This design comes from an exercise in tuning for small area on the open sky130 flow, not from production work.
Function was checked by simulation only, so behaviour that the tests miss may differ from the original.

==> flow/design.v <==
module metronome_display(
    input wire clk,            
    input wire reset_n,        
    input wire key_inc_n,      
    input wire key_dec_n,      
    input wire key_mode_n,     
    input wire key_opt_n,      
    output wire beep_n,        
    output wire [3:0] led_n,   
    output wire [3:0] dig,     
    output wire [7:0] seg      
);
    wire [8:0] bpm;
    wire [1:0] beat_position;
    wire running;
    wire [1:0] time_sig;
    wire accent_enable;
    wire visual_only;
    wire [1:0] current_mode;
    wire show_mode;
    metronome metro (
        .clk(clk),
        .reset_n(reset_n),
        .key_inc_n(key_inc_n),
        .key_dec_n(key_dec_n),
        .key_mode_n(key_mode_n),
        .key_opt_n(key_opt_n),
        .beep_n(beep_n),
        .bpm_out(bpm),
        .beat_pos(beat_position),
        .running_out(running),
        .time_sig_out(time_sig),
        .accent_out(accent_enable),
        .visual_out(visual_only),
        .mode_out(current_mode),
        .show_mode_out(show_mode)
    );
    assign led_n[0] = ~(running && beat_position == 2'd0);
    assign led_n[1] = ~(running && beat_position == 2'd1);
    assign led_n[2] = ~(running && beat_position == 2'd2);
    assign led_n[3] = ~(running && beat_position == 2'd3);
    wire [8:0] display_val;
    assign display_val = show_mode ? {7'd0, current_mode} : bpm;
    seg7_display display (
        .clk(clk),
        .rst_n(reset_n),
        .display_value(display_val),
        .show_mode(show_mode),
        .mode_value(current_mode),
        .time_sig(time_sig),
        .accent(accent_enable),
        .visual(visual_only),
        .dig(dig),
        .seg(seg)
    );
endmodule
module metronome(
    input wire clk,
    input wire reset_n,
    input wire key_inc_n,
    input wire key_dec_n,
    input wire key_mode_n,
    input wire key_opt_n,
    output reg beep_n,
    output wire [8:0] bpm_out,
    output reg [1:0] beat_pos,
    output wire running_out,
    output wire [1:0] time_sig_out,
    output wire accent_out,
    output wire visual_out,
    output wire [1:0] mode_out,
    output wire show_mode_out
);
    parameter CLK_FREQ = 500000;       
    parameter MIN_BPM = 30;
    parameter MAX_BPM = 300;
    localparam MODE_RUN = 2'd0;
    localparam MODE_TIME_SIG = 2'd1;
    localparam MODE_ACCENT = 2'd2;
    localparam MODE_VISUAL = 2'd3;
    reg [1:0] current_mode;
    reg [8:0] bpm;
    reg running;
    reg [1:0] time_sig_sel;   
    reg accent_enable;
    reg visual_only;
    assign bpm_out = bpm;
    assign running_out = running;
    assign time_sig_out = time_sig_sel;
    assign accent_out = accent_enable;
    assign visual_out = visual_only;
    assign mode_out = current_mode;
    reg [26:0] mode_timer;
    reg show_mode;
    assign show_mode_out = show_mode;
    reg [31:0] tick_counter;
    reg [31:0] tick_threshold;
    reg [2:0] beats_per_measure;
    always @(*) begin
        case (time_sig_sel)
            2'b00: beats_per_measure = 3'd2;   
            2'b01: beats_per_measure = 3'd3;   
            2'b10: beats_per_measure = 3'd4;   
            2'b11: beats_per_measure = 3'd6;   
        endcase
    end
    reg [2:0] beat_count;
    reg [19:0] buzz_counter;
    reg buzz_active;
    reg accent_beat;
    reg [19:0] key_inc_db;
    reg [19:0] key_dec_db;
    reg [19:0] key_mode_db;
    reg [19:0] key_opt_db;
    reg key_mode_prev;
    reg key_opt_prev;
    wire key_mode_edge = key_mode_prev && !(|key_mode_db[19:10]);
    wire key_opt_edge = key_opt_prev && !(|key_opt_db[19:10]);
    reg [23:0] fast_inc_counter;
    reg fast_mode;
    reg [19:0] pulse_length;
    always @(posedge clk or negedge reset_n) begin
        if (!reset_n) begin
            bpm <= 9'd120;
            running <= 1'b1;
            current_mode <= MODE_RUN;
            time_sig_sel <= 2'b10;
            accent_enable <= 1'b1;
            visual_only <= 1'b0;
            tick_counter <= 0;
            tick_threshold <= CLK_FREQ * 60 / 120;
            beep_n <= 1;
            buzz_counter <= 0;
            buzz_active <= 0;
            beat_count <= 0;
            beat_pos <= 0;
            key_inc_db <= 20'hFFFFF;
            key_dec_db <= 20'hFFFFF;
            key_mode_db <= 20'hFFFFF;
            key_opt_db <= 20'hFFFFF;
            key_mode_prev <= 1;
            key_opt_prev <= 1;
            fast_mode <= 0;
            fast_inc_counter <= 0;
            show_mode <= 1'b0;
            mode_timer <= 27'd0;
            accent_beat <= 1'b0;
        end else begin
            key_inc_db <= {key_inc_db[18:0], key_inc_n};
            key_dec_db <= {key_dec_db[18:0], key_dec_n};
            key_mode_db <= {key_mode_db[18:0], key_mode_n};
            key_opt_db <= {key_opt_db[18:0], key_opt_n};
            key_mode_prev <= |key_mode_db[19:10];
            key_opt_prev <= |key_opt_db[19:10];
            if (key_mode_edge) begin
                if (current_mode == MODE_VISUAL)
                    current_mode <= MODE_RUN;
                else
                    current_mode <= current_mode + 1'b1;
                show_mode <= 1'b1;
                mode_timer <= CLK_FREQ * 2;
            end
            if (show_mode) begin
                if (mode_timer > 0)
                    mode_timer <= mode_timer - 1'b1;
                else
                    show_mode <= 1'b0;
            end
            if (key_opt_edge) begin
                case (current_mode)
                    MODE_RUN: begin
                        running <= ~running;
                        if (~running) begin
                            beat_count <= 0;
                            beat_pos <= 0;
                            tick_counter <= 0;
                        end
                    end
                    MODE_TIME_SIG: begin
                        time_sig_sel <= time_sig_sel + 1'b1;
                    end
                    MODE_ACCENT: begin
                        accent_enable <= ~accent_enable;
                    end
                    MODE_VISUAL: begin
                        visual_only <= ~visual_only;
                    end
                endcase
            end
            if (&key_inc_db == 0 || &key_dec_db == 0) begin
                fast_inc_counter <= fast_inc_counter + 1'b1;
                if (fast_inc_counter > CLK_FREQ * 5)  
                    fast_mode <= 1;
            end else begin
                fast_inc_counter <= 0;
                fast_mode <= 0;
            end
            if (&key_inc_db == 0 && bpm < MAX_BPM) begin
                if (fast_inc_counter == 0 || (fast_mode && (tick_counter[16:0] == 0)))
                    bpm <= (bpm < MAX_BPM - 5 && fast_mode) ? bpm + 5 : bpm + 1'b1;
            end
            if (&key_dec_db == 0 && bpm > MIN_BPM) begin
                if (fast_inc_counter == 0 || (fast_mode && (tick_counter[16:0] == 0)))
                    bpm <= (bpm > MIN_BPM + 5 && fast_mode) ? bpm - 5 : bpm - 1'b1;
            end
            tick_threshold <= CLK_FREQ * 60 / bpm;
            if (running) begin
                if (tick_counter >= tick_threshold) begin
                    tick_counter <= 0;
                    buzz_active <= 1;
                    buzz_counter <= 0;
                    accent_beat <= (beat_count == 0) && accent_enable;
                    beat_pos <= beat_count[1:0];
                    if (beat_count >= beats_per_measure - 1)
                        beat_count <= 0;
                    else
                        beat_count <= beat_count + 1'b1;
                end else begin
                    tick_counter <= tick_counter + 1'b1;
                end
            end
            if (buzz_active) begin
                pulse_length = accent_beat ? CLK_FREQ / 100 : CLK_FREQ / 200;
                if (buzz_counter < pulse_length) begin
                    beep_n <= visual_only ? 1'b1 : 1'b0;   
                    buzz_counter <= buzz_counter + 1'b1;
                end else begin
                    beep_n <= 1;
                    buzz_active <= 0;
                end
            end else begin
                beep_n <= 1;
            end
        end
    end
endmodule
module seg7_display (
    input wire clk,
    input wire rst_n,
    input wire [8:0] display_value,   
    input wire show_mode,             
    input wire [1:0] mode_value,      
    input wire [1:0] time_sig,        
    input wire accent,                
    input wire visual,                
    output reg [3:0] dig,
    output reg [7:0] seg
);
    wire [3:0] digit0, digit1, digit2, digit3;
    assign digit0 = display_value % 10;            
    assign digit1 = (display_value / 10) % 10;     
    assign digit2 = (display_value / 100) % 10;    
    assign digit3 = 4'd0;                          
    reg [9:0] refresh_counter;
    reg [1:0] digit_select;
    always @(posedge clk or negedge rst_n) begin
        if (!rst_n) begin
            refresh_counter <= 0;
            digit_select <= 0;
        end else begin
            refresh_counter <= refresh_counter + 1'b1;
            if (refresh_counter == 0) begin
                digit_select <= digit_select + 1'b1;
            end
        end
    end
    reg [3:0] current_digit;
    reg [7:0] mode_seg;
    always @(*) begin
        if (show_mode) begin
            case (mode_value)
                2'd0: begin  
                    case (digit_select)
                        2'b00: dig = 4'b1110;  
                        2'b01: dig = 4'b1101;  
                        2'b10: dig = 4'b1011;  
                        2'b11: dig = 4'b0111;  
                    endcase
                    current_digit = 4'd10;  
                    if (digit_select == 2'b11)
                        mode_seg = 8'b10001100;  
                    else
                        mode_seg = 8'b11111111;
                end
                2'd1: begin  
                    case (digit_select)
                        2'b00: dig = 4'b1110;  
                        2'b01: dig = 4'b1101;  
                        2'b10: dig = 4'b1011;  
                        2'b11: dig = 4'b0111;  
                    endcase
                    if (digit_select == 2'b11) begin
                        case (time_sig)
                            2'b00: current_digit = 4'd2;  
                            2'b01: current_digit = 4'd3;  
                            2'b10: current_digit = 4'd4;  
                            2'b11: current_digit = 4'd6;  
                        endcase
                    end else begin
                        current_digit = 4'd10;  
                    end
                    mode_seg = 8'b11111111;
                end
                2'd2: begin  
                    case (digit_select)
                        2'b00: dig = 4'b1110;  
                        2'b01: dig = 4'b1101;  
                        2'b10: dig = 4'b1011;  
                        2'b11: dig = 4'b0111;  
                    endcase
                    current_digit = 4'd10;
                    case (digit_select)
                        2'b11: mode_seg = 8'b10001000;  
                        2'b10: mode_seg = 8'b11111111;  
                        2'b01: mode_seg = 8'b11000000;  
                        2'b00: mode_seg = accent ? 8'b11001000 : 8'b10001110;  
                    endcase
                end
                2'd3: begin  
                    case (digit_select)
                        2'b00: dig = 4'b1110;  
                        2'b01: dig = 4'b1101;  
                        2'b10: dig = 4'b1011;  
                        2'b11: dig = 4'b0111;  
                    endcase
                    current_digit = 4'd10;
                    case (digit_select)
                        2'b11: mode_seg = 8'b11000001;  
                        2'b10: mode_seg = 8'b11111111;  
                        2'b01: mode_seg = 8'b11000000;  
                        2'b00: mode_seg = visual ? 8'b11001000 : 8'b10001110;  
                    endcase
                end
            endcase
        end else begin
            case (digit_select)
                2'b00: begin
                    dig = 4'b1110;
                    current_digit = digit0;
                end
                2'b01: begin
                    dig = 4'b1101;
                    current_digit = digit1;
                end
                2'b10: begin
                    dig = 4'b1011;
                    current_digit = digit2;
                end
                2'b11: begin
                    dig = 4'b0111;
                    current_digit = digit3;
                end
            endcase
            mode_seg = 8'b11111111;
        end
    end
    always @(*) begin
        if (show_mode && mode_seg != 8'b11111111) begin
            seg = mode_seg;
        end else begin
            case (current_digit)
                4'd0: seg = 8'b11000000;
                4'd1: seg = 8'b11111001;
                4'd2: seg = 8'b10100100;
                4'd3: seg = 8'b10110000;
                4'd4: seg = 8'b10011001;
                4'd5: seg = 8'b10010010;
                4'd6: seg = 8'b10000010;
                4'd7: seg = 8'b11111000;
                4'd8: seg = 8'b10000000;
                4'd9: seg = 8'b10010000;
                default: seg = 8'b11111111;  
            endcase
        end
    end
endmodule
==> flow/run.sh <==
#!/bin/bash
# synth_recipe.tcl (not shown) runs the flow's synth.tcl, then flattens the netlist and writes it again
# the make line also repeats each setting of config.mk as NAME=value (left out here)
make -C /OpenROAD-flow-scripts/flow DESIGN_CONFIG=/design/flow/config.mk WORK_HOME=/design/flow/orfs CLKGATE_MAP_FILE= SYNTH_SCRIPT=/design/flow/synth_recipe.tcl finish
==> flow/config.mk <==
export PLATFORM = sky130hd
export DESIGN_NAME = metronome_display
export DESIGN_NICKNAME = metronome_display
export VERILOG_FILES = /design/flow/design.v
export SDC_FILE = /design/flow/constraint.sdc
export NUM_CORES = 4
export LEC_CHECK = 0
export CAP_MARGIN = 20
export CORE_MARGIN = 2
export CORE_UTILIZATION = 40
export SLEW_MARGIN = 20
==> flow/constraint.sdc <==
create_clock -name core_clock -period 100.0 [get_ports {clk}]
set_input_delay 20.0000 -clock core_clock [delete_from_list [all_inputs] [get_ports {clk}]]
set_output_delay 20.0000 -clock core_clock [all_outputs]
set_load 0.01 [all_outputs]
==> summary.md <==
| Metric | Value |
|---|---|
| Status | complete, no violations |
| Post-Route WL | around 100,000 µm |
| Fraction of layout cells with a size suffix above 1 | approximately a tenth |
| Post-DP HPWL | between 70,000 and 80,000 µm |
| Max_slew headroom | between 20% and 30% |
| P&R area growth vs syn | 6.836% |
| Ys flop type | dfrtp_1 |
| Biggest cell delay along the critical path | 0.64 ns |
| Longest Clk Path Bufs | 3 |
| Warning count from the yosys run | 2 |
| TritonCTS Buffers | 31 |
| Total GRT Usage | 21.04% |
| Yosys top cell by area | ha_1 |
| Gpl congestion | ~0.91 |
| RSZ-0062 raised after global routing | no |
| Clock Latency Late Sink | 0.61 ns |
| FF+latch count, synth | 255 |
| Final Max Slew Viols | 0 |
| Clk sinks | 255 |
| WL/cell | ~17 µm |
| Worst Clk Skew | 0.03683 ns |
| Most frequent CP cell | a21o_1 |
| Area of the multi-input gates | 28,350 µm² |
| Via Count | 35,220 |
| Tcrit/Tclk final | a little under 90% |
| Hold-fix buffers, CTS | 0 |
| CTS tree | built |
| Hold Crit Class | register to register |
| Iter 0 DRT Violations | approximately 2,900 |
| Num rows | between 100 and 150 |
| Post-synth EDFFs | 0 |
| Die X | between 300 and 400 µm |
| Post-synth top area share | a little under an eighth |
| Setup CP Type | register to register |
| Nets@finish | 5,050 |
| Finished Cell Area | about 39,000 µm² |
| # resized after CTS | 0 |
| Post-Syn Area | ~36,000 µm² |
| Worst-Margin Slew | ~1.1 ns |
| Initial Utilization | about two fifths |
| WP data arrival | a little under 90 ns |
| Post-CTS Setup Inserts | 0 |
| Area contributors post-synth | ha_1, dfrtp_1, dfstp_2, a21oi_1, nor2_1 |
| Fin util | a little over two fifths |
| Async SR Flop Fraction | 100.0% |
| Pre-antenna DRT Iters | 5 |
| Largest net degree at the start of global routing | around 130 |
| Core box area | between 80,000 and 90,000 µm² |
| I/O pins | 23 |
| DRC | 0 |
| Root buf cell | clkbuf_16 |
| CTS H-tree lvls | 1 |
| Grt total ovfl | 0 |
| Via density | 5.957 |
| Min Tclk post-route | between 80 and 90 ns |
| Register area | roughly 6500 µm² |
| Worst setup EP type | register |
| Final Hold Fails | 0 |
| Family with the most delay on the worst path | compound AO/OA/AOI/OAI gates |
| Crit start category | register |
| Clock transition at path regs | around 0.070 ns |
| CP Max Fanout | 36 |
| Setup TNS | 0 ns |
| Most frequent cell after synthesis | nor2_1 |
| Synth cell count leaders | nor2_1, nand2_1, a21oi_1 |
| Routed Antenna Nets | 0 |
| WP buf/inv | 37 |
| Initial antenna violation count | 0 |
| Slowest cell on crit path | or2_1 |
| Filler instances | 9,088 |
| Inserted Diodes | 0 |
| Post-synthesis cell count | around 4,800 |
| Max Fclk | 11.55 MHz |
| Die area | around 93,000 µm² |
| Final setup viols | 0 |
| Seq/Total Area, Yosys | about 18% |
| Syn_area_per_cell | 7.627 µm² |
| Die Span Y | 305.1 µm |
| # port buffers | 21 |
| First-pass GRT wire length | ~170,000 µm |
| Placed cell area | around 38,000 µm² |
| Vias in the first global route | approximately 33,000 |
| WP data required | ~100 ns |
| Max cap viols | 0 |
| Synth cell types | 148 |
## sequential cells by signal, summed over array words and instances (netlist names), 2 cells and up
signal,count
metro.fast_inc_counter,24
display.refresh_counter,10
metro.beat_count,3
metro.key_dec_db,20
metro.beat_pos,2
metro.tick_counter,32
display.digit_select,2
metro.mode_timer,27
metro.time_sig_sel,2
metro.buzz_counter,20
metro.key_inc_db,20
metro.tick_threshold,32
metro.key_mode_db,20
metro.current_mode,2
metro.key_opt_db,20
metro.bpm,9
## final timing paths
| kind | start | cells past startpoint | end | slack (ns) |
|---|---|---|---|---|
| hold reg to reg | metro.key_opt_db[1] | 0 | metro.key_opt_db[2] | 0.34 |
| min in group asynchronous | reset_n | 1 | metro.visual_only | 19.54 |
| max in group asynchronous | reset_n | 2 | metro.bpm[0] | 79.20 |
| setup / recovery | metro.bpm[1] | 393 | metro.tick_threshold[0] | 13.44 |
| setup reg to reg | metro.bpm[1] | 393 | metro.tick_threshold[0] | 13.44 |
| hold / removal | metro.key_opt_db[1] | 0 | metro.key_opt_db[2] | 0.34 |
## logic make-up (layout without fill, tap and decap cells)
| kind of cell | after synthesis | in the layout | synth area share (%) |
|---|---|---|---|
| other cells | 2 | 3 | 0.02071 |
| mux | 128 | 128 | 3.844 |
| buf+inv | 359 | 340 | 3.934 |
| simple gates | 1875 | 1875 | 27.12 |
| fa+ha+maj | 335 | 335 | 11.55 |
| compound gates | 1490 | 1490 | 28.00 |
| xor+xnor | 310 | 310 | 7.599 |
| flops | 255 | 255 | 17.93 |
## worst reg2reg max path: cells and delay by family, from the launching register on
kind,cells,cell delay [ns]
AOI/OAI and AO/OA,193,42.71
and+or+nand+nor,124,24.53
muxes,6,1.88
xor gates and xnor gates,1,0.15
DFF,1,0.53
buffers and inverters,37,6.98
adders and majority gates,32,9.69
## through the flow
stage,hold slack [ns],worst slack [ns],instances
3_5_place_dp,0.3468,14.62,5854
5_1_grt,0.3511,4.548,5912
3_3_place_gp,0.3459,17.19,5854
4_1_cts,0.3484,14.26,5912
6_report,0.3449,13.44,5912
2_1_floorplan,0.3452,21.76,4755
## cells in the final DEF, fill, tap and decap left out, drive strengths merged, types with 105 or more instances in the layout
| master | instances |
|---|---|
| a21o | 140 |
| a21oi | 354 |
| nor3 | 162 |
| nand2 | 401 |
| nand2b | 105 |
| ha | 333 |
| dfrtp | 158 |
| xor2 | 137 |
| inv | 223 |
| nand3 | 194 |
| xnor2 | 172 |
| o21ai | 346 |
| nor2 | 436 |
## area by class of cell
| type | instances | area share (%) |
|---|---|---|
| clock buffers | 45 | 2.458 |
| flip-flops and latches | 255 | 16.79 |
| multi-input cells | 4141 | 73.18 |
| repair buffers | 60 | 1.344 |
| well taps | 1176 | 3.799 |
| clock inverters | 13 | 0.2810 |
| inverters | 222 | 2.151 |
## routing by layer
layer / share of wire, % / global-route usage [%]
met4: 2.1 / 4.927
met3: 4.8 / 1.843
met5: 0 / 0
met1: 49 / 30.22
met2: 44 / 33.95

static timing again, ports no longer ideal:
How much do the figures lean on ideal ports? The routed layout below was timed once more, with nothing changed but the port constraints.
Step 1 sets driving cells, clkbuf_16 on the clock port and buf_2 on the other inputs (assumed; they add their load-dependent delay and slew).
Step 2 moves the port delays by t, midway between the first and last clock arrival at a register: inputs arrive t later, outputs are due t later. That takes back most of the time a late clock gives input paths.
Three values: no drivers, after step 1, after step 2; two values: the first two.
t (ns): 0.644
setup WS [ns]: 13.436 / 13.436 / 13.436
worst setup path after step 2: register to register
latest minus earliest clock arrival (ns): 0.038 / 0.038
slew at the worst register clock pin (ns): 0.07 / 0.07
After both steps this run still meets setup and hold. For this run, drivers alone change the setup slack by 0.000 ns; drivers and shift together by 0.000 ns.
